This design comes from an exercise in tuning for small area on the open sky130 flow, not from production work. The RTL of this run was laid out without a check of its function.

==> design.v <==
module pulse_arrays_fa (input wire a, input wire b, input wire c, output wire s, output wire co);
    assign {co, s} = a + b + c;
endmodule
module pulse_arrays_hai (input wire a, input wire b, output wire s, output wire co);
    assign s  = ~(a ^ b);
    assign co = a | b;
endmodule
module pulse_arrays_mac (
    input  wire [7:0]  a,
    input  wire [7:0]  b,
    input  wire [15:0] acc,
    input  wire        first,
    output wire [15:0] y
);
    wire ppn_0_0 = ~(a[0] & b[0]);
    wire ppn_0_1 = ~(a[0] & b[1]);
    wire ppn_0_2 = ~(a[0] & b[2]);
    wire ppn_0_3 = ~(a[0] & b[3]);
    wire ppn_0_4 = ~(a[0] & b[4]);
    wire ppn_0_5 = ~(a[0] & b[5]);
    wire ppn_0_6 = ~(a[0] & b[6]);
    wire ppn_0_7 = ~(a[0] & b[7]);
    wire ppn_1_0 = ~(a[1] & b[0]);
    wire ppn_1_1 = ~(a[1] & b[1]);
    wire ppn_1_2 = ~(a[1] & b[2]);
    wire ppn_1_3 = ~(a[1] & b[3]);
    wire ppn_1_4 = ~(a[1] & b[4]);
    wire ppn_1_5 = ~(a[1] & b[5]);
    wire ppn_1_6 = ~(a[1] & b[6]);
    wire ppn_1_7 = ~(a[1] & b[7]);
    wire ppn_2_0 = ~(a[2] & b[0]);
    wire ppn_2_1 = ~(a[2] & b[1]);
    wire ppn_2_2 = ~(a[2] & b[2]);
    wire ppn_2_3 = ~(a[2] & b[3]);
    wire ppn_2_4 = ~(a[2] & b[4]);
    wire ppn_2_5 = ~(a[2] & b[5]);
    wire ppn_2_6 = ~(a[2] & b[6]);
    wire ppn_2_7 = ~(a[2] & b[7]);
    wire ppn_3_0 = ~(a[3] & b[0]);
    wire ppn_3_1 = ~(a[3] & b[1]);
    wire ppn_3_2 = ~(a[3] & b[2]);
    wire ppn_3_3 = ~(a[3] & b[3]);
    wire ppn_3_4 = ~(a[3] & b[4]);
    wire ppn_3_5 = ~(a[3] & b[5]);
    wire ppn_3_6 = ~(a[3] & b[6]);
    wire ppn_3_7 = ~(a[3] & b[7]);
    wire ppn_4_0 = ~(a[4] & b[0]);
    wire ppn_4_1 = ~(a[4] & b[1]);
    wire ppn_4_2 = ~(a[4] & b[2]);
    wire ppn_4_3 = ~(a[4] & b[3]);
    wire ppn_4_4 = ~(a[4] & b[4]);
    wire ppn_4_5 = ~(a[4] & b[5]);
    wire ppn_4_6 = ~(a[4] & b[6]);
    wire ppn_4_7 = ~(a[4] & b[7]);
    wire ppn_5_0 = ~(a[5] & b[0]);
    wire ppn_5_1 = ~(a[5] & b[1]);
    wire ppn_5_2 = ~(a[5] & b[2]);
    wire ppn_5_3 = ~(a[5] & b[3]);
    wire ppn_5_4 = ~(a[5] & b[4]);
    wire ppn_5_5 = ~(a[5] & b[5]);
    wire ppn_5_6 = ~(a[5] & b[6]);
    wire ppn_5_7 = ~(a[5] & b[7]);
    wire ppn_6_0 = ~(a[6] & b[0]);
    wire ppn_6_1 = ~(a[6] & b[1]);
    wire ppn_6_2 = ~(a[6] & b[2]);
    wire ppn_6_3 = ~(a[6] & b[3]);
    wire ppn_6_4 = ~(a[6] & b[4]);
    wire ppn_6_5 = ~(a[6] & b[5]);
    wire ppn_6_6 = ~(a[6] & b[6]);
    wire ppn_6_7 = ~(a[6] & b[7]);
    wire ppn_7_0 = ~(a[7] & b[0]);
    wire ppn_7_1 = ~(a[7] & b[1]);
    wire ppn_7_2 = ~(a[7] & b[2]);
    wire ppn_7_3 = ~(a[7] & b[3]);
    wire ppn_7_4 = ~(a[7] & b[4]);
    wire ppn_7_5 = ~(a[7] & b[5]);
    wire ppn_7_6 = ~(a[7] & b[6]);
    wire ppn_7_7 = ~(a[7] & b[7]);
    wire [15:0] accn = ~(acc & {16{~first}});
    wire s0, c0;
    pulse_arrays_hai u1 (.a(accn[0]), .b(ppn_0_0), .s(s0), .co(c0));
    wire s1, c1;
    pulse_arrays_fa u2 (.a(accn[1]), .b(ppn_0_1), .c(ppn_1_0), .s(s1), .co(c1));
    wire s2, c2;
    pulse_arrays_hai u3 (.a(c0), .b(s1), .s(s2), .co(c2));
    wire s3, c3;
    pulse_arrays_fa u4 (.a(accn[2]), .b(ppn_0_2), .c(ppn_1_1), .s(s3), .co(c3));
    wire s4, c4;
    pulse_arrays_fa u5 (.a(ppn_2_0), .b(c1), .c(s3), .s(s4), .co(c4));
    wire s5, c5;
    pulse_arrays_hai u6 (.a(c2), .b(s4), .s(s5), .co(c5));
    wire s6, c6;
    pulse_arrays_fa u7 (.a(accn[3]), .b(ppn_0_3), .c(ppn_1_2), .s(s6), .co(c6));
    wire s7, c7;
    pulse_arrays_fa u8 (.a(ppn_2_1), .b(ppn_3_0), .c(c3), .s(s7), .co(c7));
    wire s8, c8;
    pulse_arrays_fa u9 (.a(s6), .b(c4), .c(s7), .s(s8), .co(c8));
    wire s9, c9;
    pulse_arrays_hai u10 (.a(c5), .b(s8), .s(s9), .co(c9));
    wire s10, c10;
    pulse_arrays_fa u11 (.a(accn[4]), .b(ppn_0_4), .c(ppn_1_3), .s(s10), .co(c10));
    wire s11, c11;
    pulse_arrays_fa u12 (.a(ppn_2_2), .b(ppn_3_1), .c(ppn_4_0), .s(s11), .co(c11));
    wire s12, c12;
    pulse_arrays_fa u13 (.a(c6), .b(s10), .c(s11), .s(s12), .co(c12));
    wire s13, c13;
    pulse_arrays_fa u14 (.a(c7), .b(s12), .c(c8), .s(s13), .co(c13));
    wire s14, c14;
    pulse_arrays_fa u15 (.a(accn[5]), .b(ppn_0_5), .c(ppn_1_4), .s(s14), .co(c14));
    wire s15, c15;
    pulse_arrays_fa u16 (.a(ppn_2_3), .b(ppn_3_2), .c(ppn_4_1), .s(s15), .co(c15));
    wire s16, c16;
    pulse_arrays_fa u17 (.a(ppn_5_0), .b(c10), .c(c11), .s(s16), .co(c16));
    wire s17, c17;
    pulse_arrays_fa u18 (.a(s14), .b(s15), .c(c12), .s(s17), .co(c17));
    wire s18, c18;
    pulse_arrays_hai u19 (.a(s16), .b(s17), .s(s18), .co(c18));
    wire s19, c19;
    pulse_arrays_fa u20 (.a(accn[6]), .b(ppn_0_6), .c(ppn_1_5), .s(s19), .co(c19));
    wire s20, c20;
    pulse_arrays_fa u21 (.a(ppn_2_4), .b(ppn_3_3), .c(ppn_4_2), .s(s20), .co(c20));
    wire s21, c21;
    pulse_arrays_fa u22 (.a(ppn_5_1), .b(ppn_6_0), .c(c14), .s(s21), .co(c21));
    wire s22, c22;
    pulse_arrays_fa u23 (.a(c15), .b(s19), .c(s20), .s(s22), .co(c22));
    wire s23, c23;
    pulse_arrays_fa u24 (.a(c16), .b(s21), .c(s22), .s(s23), .co(c23));
    wire s24, c24;
    pulse_arrays_hai u25 (.a(c17), .b(s23), .s(s24), .co(c24));
    wire s25, c25;
    pulse_arrays_fa u26 (.a(accn[7]), .b(ppn_0_7), .c(ppn_1_6), .s(s25), .co(c25));
    wire s26, c26;
    pulse_arrays_fa u27 (.a(ppn_2_5), .b(ppn_3_4), .c(ppn_4_3), .s(s26), .co(c26));
    wire s27, c27;
    pulse_arrays_fa u28 (.a(ppn_5_2), .b(ppn_6_1), .c(ppn_7_0), .s(s27), .co(c27));
    wire s28, c28;
    pulse_arrays_fa u29 (.a(c19), .b(c20), .c(s25), .s(s28), .co(c28));
    wire s29, c29;
    pulse_arrays_fa u30 (.a(s26), .b(s27), .c(c21), .s(s29), .co(c29));
    wire s30, c30;
    pulse_arrays_fa u31 (.a(c22), .b(s28), .c(s29), .s(s30), .co(c30));
    wire s31, c31;
    pulse_arrays_hai u32 (.a(c23), .b(c24), .s(s31), .co(c31));
    wire s32, c32;
    pulse_arrays_fa u33 (.a(accn[8]), .b(ppn_1_7), .c(ppn_2_6), .s(s32), .co(c32));
    wire s33, c33;
    pulse_arrays_fa u34 (.a(ppn_3_5), .b(ppn_4_4), .c(ppn_5_3), .s(s33), .co(c33));
    wire s34, c34;
    pulse_arrays_fa u35 (.a(ppn_6_2), .b(ppn_7_1), .c(c25), .s(s34), .co(c34));
    wire s35, c35;
    pulse_arrays_fa u36 (.a(c26), .b(c27), .c(s32), .s(s35), .co(c35));
    wire s36, c36;
    pulse_arrays_fa u37 (.a(s33), .b(c28), .c(s34), .s(s36), .co(c36));
    wire s37, c37;
    pulse_arrays_fa u38 (.a(s35), .b(c29), .c(s36), .s(s37), .co(c37));
    wire s38, c38;
    pulse_arrays_hai u39 (.a(c30), .b(s37), .s(s38), .co(c38));
    wire s39, c39;
    pulse_arrays_fa u40 (.a(accn[9]), .b(ppn_2_7), .c(ppn_3_6), .s(s39), .co(c39));
    wire s40, c40;
    pulse_arrays_fa u41 (.a(ppn_4_5), .b(ppn_5_4), .c(ppn_6_3), .s(s40), .co(c40));
    wire s41, c41;
    pulse_arrays_fa u42 (.a(ppn_7_2), .b(c32), .c(c33), .s(s41), .co(c41));
    wire s42, c42;
    pulse_arrays_fa u43 (.a(s39), .b(s40), .c(c34), .s(s42), .co(c42));
    wire s43, c43;
    pulse_arrays_fa u44 (.a(c35), .b(s41), .c(s42), .s(s43), .co(c43));
    wire s44, c44;
    pulse_arrays_fa u45 (.a(c36), .b(c37), .c(s43), .s(s44), .co(c44));
    wire s45, c45;
    pulse_arrays_fa u46 (.a(accn[10]), .b(ppn_3_7), .c(ppn_4_6), .s(s45), .co(c45));
    wire s46, c46;
    pulse_arrays_fa u47 (.a(ppn_5_5), .b(ppn_6_4), .c(ppn_7_3), .s(s46), .co(c46));
    wire s47, c47;
    pulse_arrays_fa u48 (.a(c39), .b(c40), .c(s45), .s(s47), .co(c47));
    wire s48, c48;
    pulse_arrays_fa u49 (.a(s46), .b(c41), .c(s47), .s(s48), .co(c48));
    wire s49, c49;
    pulse_arrays_fa u50 (.a(c42), .b(s48), .c(c43), .s(s49), .co(c49));
    wire s50, c50;
    pulse_arrays_fa u51 (.a(accn[11]), .b(ppn_4_7), .c(ppn_5_6), .s(s50), .co(c50));
    wire s51, c51;
    pulse_arrays_fa u52 (.a(ppn_6_5), .b(ppn_7_4), .c(c45), .s(s51), .co(c51));
    wire s52, c52;
    pulse_arrays_fa u53 (.a(c46), .b(s50), .c(c47), .s(s52), .co(c52));
    wire s53, c53;
    pulse_arrays_fa u54 (.a(s51), .b(c48), .c(s52), .s(s53), .co(c53));
    wire s54, c54;
    pulse_arrays_fa u55 (.a(accn[12]), .b(ppn_5_7), .c(ppn_6_6), .s(s54), .co(c54));
    wire s55, c55;
    pulse_arrays_fa u56 (.a(ppn_7_5), .b(c50), .c(s54), .s(s55), .co(c55));
    wire s56, c56;
    pulse_arrays_fa u57 (.a(c51), .b(s55), .c(c52), .s(s56), .co(c56));
    wire s57, c57;
    pulse_arrays_fa u58 (.a(accn[13]), .b(ppn_6_7), .c(ppn_7_6), .s(s57), .co(c57));
    wire s58, c58;
    pulse_arrays_fa u59 (.a(c54), .b(s57), .c(c55), .s(s58), .co(c58));
    wire s59, c59;
    pulse_arrays_fa u60 (.a(accn[14]), .b(ppn_7_7), .c(c57), .s(s59), .co(c59));
    wire [15:0] r0n = {accn[15], s59, s58, c53, s53, c44, c38, c31, s30, c18, s18, c9, s9, s5, s2, s0};
    wire [15:0] r1n = {c59, c58, c56, s56, c49, s49, s44, s38, s31, s24, c13, s13, 1'b1, 1'b1, 1'b1, 1'b1};
    assign y = ~r0n + ~r1n;
endmodule
module pulse_arrays #(
    parameter   WIDTH_left     =   8,
    parameter   WIDTH_up       =   8,
    parameter   WIDTH_out      =   16,
    parameter   Mritx_M   =   4,
    parameter   Mritx_N   =   4,
    parameter   Mritx_L   =   4,
    parameter   Mritx_LOG2_size  =   10
)(
    input   clk,
    input   rst,
    input   wire    valid_left,
    input   wire    valid_up,
    input   wire  [31:0]   left,
    input   wire  [31:0]   up,
    output  reg     ready,
    output  wire  [63:0]   product
);
reg  [4:0] cnt;      
always @(posedge clk) begin
    if (!rst) begin
        cnt   <= 5'd0;
        ready <= 1'b0;
    end else if (cnt == 5'd0) begin
        ready <= 1'b1;
        if (valid_left & valid_up)
            cnt <= 5'd1;
    end else begin
        ready <= (cnt == 5'd24);
        cnt   <= (cnt == 5'd24) ? 5'd0 : cnt + 5'd1;
    end
end
wire first = (cnt[1:0] == 2'd3);    
wire last  = (cnt[1:0] == 2'd2);    
reg  [7:0] b [0:15];
integer n;
always @(posedge clk) begin
    for (n = 1; n < 16; n = n + 1)
        if (n % 4 != 0) b[n] <= b[n-1];
    b[0]  <= valid_up ? up[7:0]   : b[15];
    b[4]  <= valid_up ? up[15:8]  : b[3];
    b[8]  <= valid_up ? up[23:16] : b[7];
    b[12] <= valid_up ? up[31:24] : b[11];
end
reg  [7:0]  a0 [0:3], a1 [0:3], a2 [0:3], a3 [0:3];
reg  [15:0] acc [0:3];
reg  [15:0] r0 [0:3], r1 [0:3], r2 [0:3];
wire [15:0] sum [0:3];
genvar i;
generate
    for (i = 0; i < 4; i = i + 1) begin : row
        pulse_arrays_mac mac (
            .a   (a2[i]),
            .b   (b[2]),
            .acc (acc[i]),
            .first(first),
            .y   (sum[i])
        );
        always @(posedge clk) begin
            a0[i]  <= valid_left ? left[8*i +: 8] : a3[i];
            a1[i]  <= a0[i];
            a2[i]  <= a1[i];
            a3[i]  <= a2[i];
            acc[i] <= sum[i];
            r0[i]  <= last ? sum[i] : r2[i];
            r1[i]  <= r0[i];
            r2[i]  <= r1[i];
        end
        assign product[16*i +: 16] = r0[i];
    end
endgenerate
endmodule
==> run.sh <==
#!/bin/bash
# synth_recipe.tcl (not shown) runs the flow's synth.tcl, then flattens the netlist and writes it again
# the make line also repeats each setting of config.mk as NAME=value (left out here)
make -C /OpenROAD-flow-scripts/flow DESIGN_CONFIG=/design/flow/config.mk WORK_HOME=/design/flow/orfs CLKGATE_MAP_FILE= SYNTH_SCRIPT=/design/flow/synth_recipe.tcl finish
==> config.mk <==
export PLATFORM = sky130hd
export DESIGN_NAME = pulse_arrays
export DESIGN_NICKNAME = pulse_arrays
export VERILOG_FILES = /design/flow/design.v
export SDC_FILE = /design/flow/constraint.sdc
export NUM_CORES = 4
export LEC_CHECK = 0
export CAP_MARGIN = 20
export CORE_MARGIN = 2
export CORE_UTILIZATION = 40
export PLACE_DENSITY = 0.6
export SLEW_MARGIN = 20
export SYNTH_HIERARCHICAL = 1
==> constraint.sdc <==
create_clock -name core_clock -period 5.0 [get_ports {clk}]
set_input_delay 1.0000 -clock core_clock [delete_from_list [all_inputs] [get_ports {clk}]]
set_output_delay 1.0000 -clock core_clock [all_outputs]
set_load 0.01 [all_outputs]
==> run notes <==
==> cell families (layout without fill, tap and decap cells) <==
group	count (synthesis)	in the layout	synth area share, %
other	0	2	0
buffers and inverters	323	507	5.81
and+or+nand+nor	388	388	8.28
AOI/OAI and AO/OA	91	91	3.35
xor gates and xnor gates	46	46	1.91
muxes	129	129	6.86
adders and majority gates	291	291	24.7
DFF	518	518	49.0
==> routing by layer <==
layer	track usage, %	vias to the layer above	wire, um
met1	20.7	5962	18900
met5	0	-	0
li1	-	5784	-
met3	3.70	95	2140
met4	6.39	0	1490
met2	26.3	252	19700
==> per-module statistics from Yosys (local to each module, per instance) <==
module / flip-flops and latches / times used
pulse_arrays_mac: 0 / 4
pulse_arrays_hai: 0 / 32
pulse_arrays_fa: 0 / 208
pulse_arrays: 518 / 1
==> how the worst min path moves through the flow <==
stage                         start        end  cells past startpoint
after floorplan            a0[0][0]   a1[0][0]                      0
after global placement    r1[3][14]  r2[3][14]                      0
after detailed placement   b[14][6]   b[15][6]                      0
after CTS                   b[6][5]    b[7][5]                      0
after global routing      r1[3][15]  r2[3][15]                      0
final                       b[1][0]    b[2][0]                      0
==> worst max-delay path: cells and delay by family, from the launching register on <==
kind            cells  cell delay [ps]
compound gates      3              800
xor+xnor            1              160
fa+ha+maj           7             2640
buf+inv             2              220
flops               1              330
mux                 1              270
simple gates        2              290
==> through the flow <==
| stage | utilization, % | setup TNS, ps |
|---|---|---|
| final | 48.4 | 0 |
| after CTS | 47.9 | 0 |
| after global routing | 48.4 | -127 |
| after floorplan | - | 0 |
| after global placement | 44.5 | 0 |
| after detailed placement | 44.5 | 0 |
==> cell usage in the layout (no fill, tap or decap), types with 5 or more instances in the layout <==
cell / n
nor3_1: 8
clkinv_2: 11
mux2_2: 128
clkbuf_8: 13
clkinvlp_4: 8
fa_1: 204
and2_1: 8
o21ai_0: 7
nand2b_1: 60
dfxtp_1: 518
xnor2_1: 33
a21oi_1: 32
ha_1: 68
clkdlybuf4s50_1: 131
clkbuf_16: 56
buf_4: 29
a21o_1: 12
inv_1: 236
clkbuf_1: 7
nand2_1: 264
buf_12: 9
nor2_1: 9
nand4_1: 13
ha_4: 9
and3_1: 5
fa_2: 8
nand3_1: 6
nor2b_1: 5
xor2_1: 13
==> sequential cells by signal (all words and copies together), names as in the netlist <==
name   count
ready      1
acc       64
a0        32
r2        64
a2        32
r1        64
b        128
cnt        5
a3        32
a1        32
r0        64
==> final cells by class <==
type,count,area (sq um),share of cell area [%]
multi-input cells,945,9730,38.4
clock buffers,75,1580,6.24
diodes,2,5.00,0.0197
well taps,688,861,3.39
flip-flops and latches,518,10400,40.9
inverters,236,886,3.49
repair buffers,172,1750,6.90
clock inverters,24,180,0.710
==> what timing repair did <==
item | 4_1_cts | 5_1_grt
gates resized for setup | 1 | 35
setup endpoints to repair | 2 | 20
pin swaps | 1 | 16
cloned | 0 | 1
hold buffers | 0 | 0
buffers inserted | 1 | 5
==> impl_metrics.toml <==
[sta]
fmax_ghz = 0.206
min_period_ps = 4840
fin_ws_ps = 155
fin_skew_ps = 15.4
setup_viol_count_final = 0
hold_ws_ps = 320
fin_crit_sh_pct = 96.9
slew_headroom_pct = 63.6
max_slew.worst_pin.slew_ps = 547
hold_violations = 0
timing.final.max_slew_violations = 0

[critical_path]
setup.worst_path.end = "r0[2][12]"
required_ps = 5480
reg2reg_from = "cnt[0]"
cp-start-kind = "flop"
setup.worst_path.end_class = "flop"
timing.rr.end = "r0[2][12]"
worst_path_max_delay_cell = "fa_1"
worstPathMaxFanout = 18
cpMostUsedCell = "fa_1"
reg2reg_depth = 16
crit_start = "cnt[0]"
path_class = "reg -> reg"
max_stage_delay_ps = 510
arrival_ps = 5320
path_cells = "ha_4, buf_12, nand2b_1, fa_1, fa_1, fa_1, fa_1, inv_1, ha_1, fa_1, a211oi_2, o21bai_1, a2111oi_2, nor3_1, xor2_1, mux2_2"
rrSetupSlack_ps = 160

[logic_synthesis]
ys_top_cells_by_area = "dfxtp_1 49%, fa_1 20%, mux2_2 6.8%"
postSynthAreaPerCell_sq_um = 11.8
netlist_area_sq_um = 21100
synth_top_area_share_pct = 49.0
synthFlopType = "dfxtp_1"
synth_most_common_cell = "dfxtp_1"
synth-seq-cells = 518
yosys_warnings = 25
syn_inst = 1786
yosysTopAreaCell = "dfxtp_1"
synth_commonest_cells = "518 x dfxtp_1, 264 x nand2_1, 236 x inv_1"
syn-num-nets = 2145
ys_seq_area_share_pct = 49.0
async_flop_share_pct = 0
ys_types = 39
synth_edf_count = 0

[clock_network]
clock-root-buffer = "clkbuf_16"
cts_sinks = 518
clk_path_buf_depth = 3
tritoncts = "built"
clk_pin_slew_ps = 60
clk_latency_ps = 600
htreeDepth = 2
cts_buffers = 53

[die]
start_util_pct = 40.3
die_x_um = 234
io_pins = 133
core_sq_um = 52400
die_area_sq_um = 54700
rows = 84
die_h_um = 234

[status]
status = "finished clean"

[final_layout]
final_net_count = 2285
final_area_sq_um = 25400
syn_to_final_growth_pct = 19.9
drive_above_1_share_pct = 15.5
fillerInstances = 4667
final_cells = 2660

[drt]
drtIter0Drc = 452
drc = 0
ant_nets = 0
wl_per_cell_um = 15.9
detail_route.first_pass.iterations = 4
vias_per_cell = 4.55
wl_um = 42200
num_vias = 12093

[global_routing]
grt_use_total_pct = 16.1
grt_max_degree = 65
grt_pass1_wl_um = 68600
overflow = 0
antenna_found_initial = 2
grt_pass1_vias = 13262

[place]
place_ws_ps = 18.2
detailed_place_hpwl_um = 28700
placedInstanceArea_sq_um = 23300
port_buffers = 132
dp_cells = 2551
routabilityCongestion = 0.794

[job]
maxCapViolations = 0

[min_path]
min_path_type = "reg -> reg"

## what the ideal ports hide
The results above use ideal ports. As a check the final layout listed here was re-extracted and re-timed, cells and wires unchanged.
Step 1: set_driving_cell puts a clkbuf_16 on clk and a buf_2 on each other input, an assumption about the parent block.
Step 2 also shifts input and output timing later by t, the mid clock arrival at the registers, as if the neighbouring blocks saw the same clock.
a / b / c = ideal ports / drivers / drivers and shift; a / b = the first two.
t (ns): 0.648
slack for setup (ns): 0.155 / 0.155 / 0.155
latest minus earliest clock arrival (ns): 0.017 / 0.018
pins driven straight from the clock port: 1
After both steps setup and hold are still met in this run. The setup slack of this run moves by 0.000 ns with the drivers and by 0.000 ns with both steps.
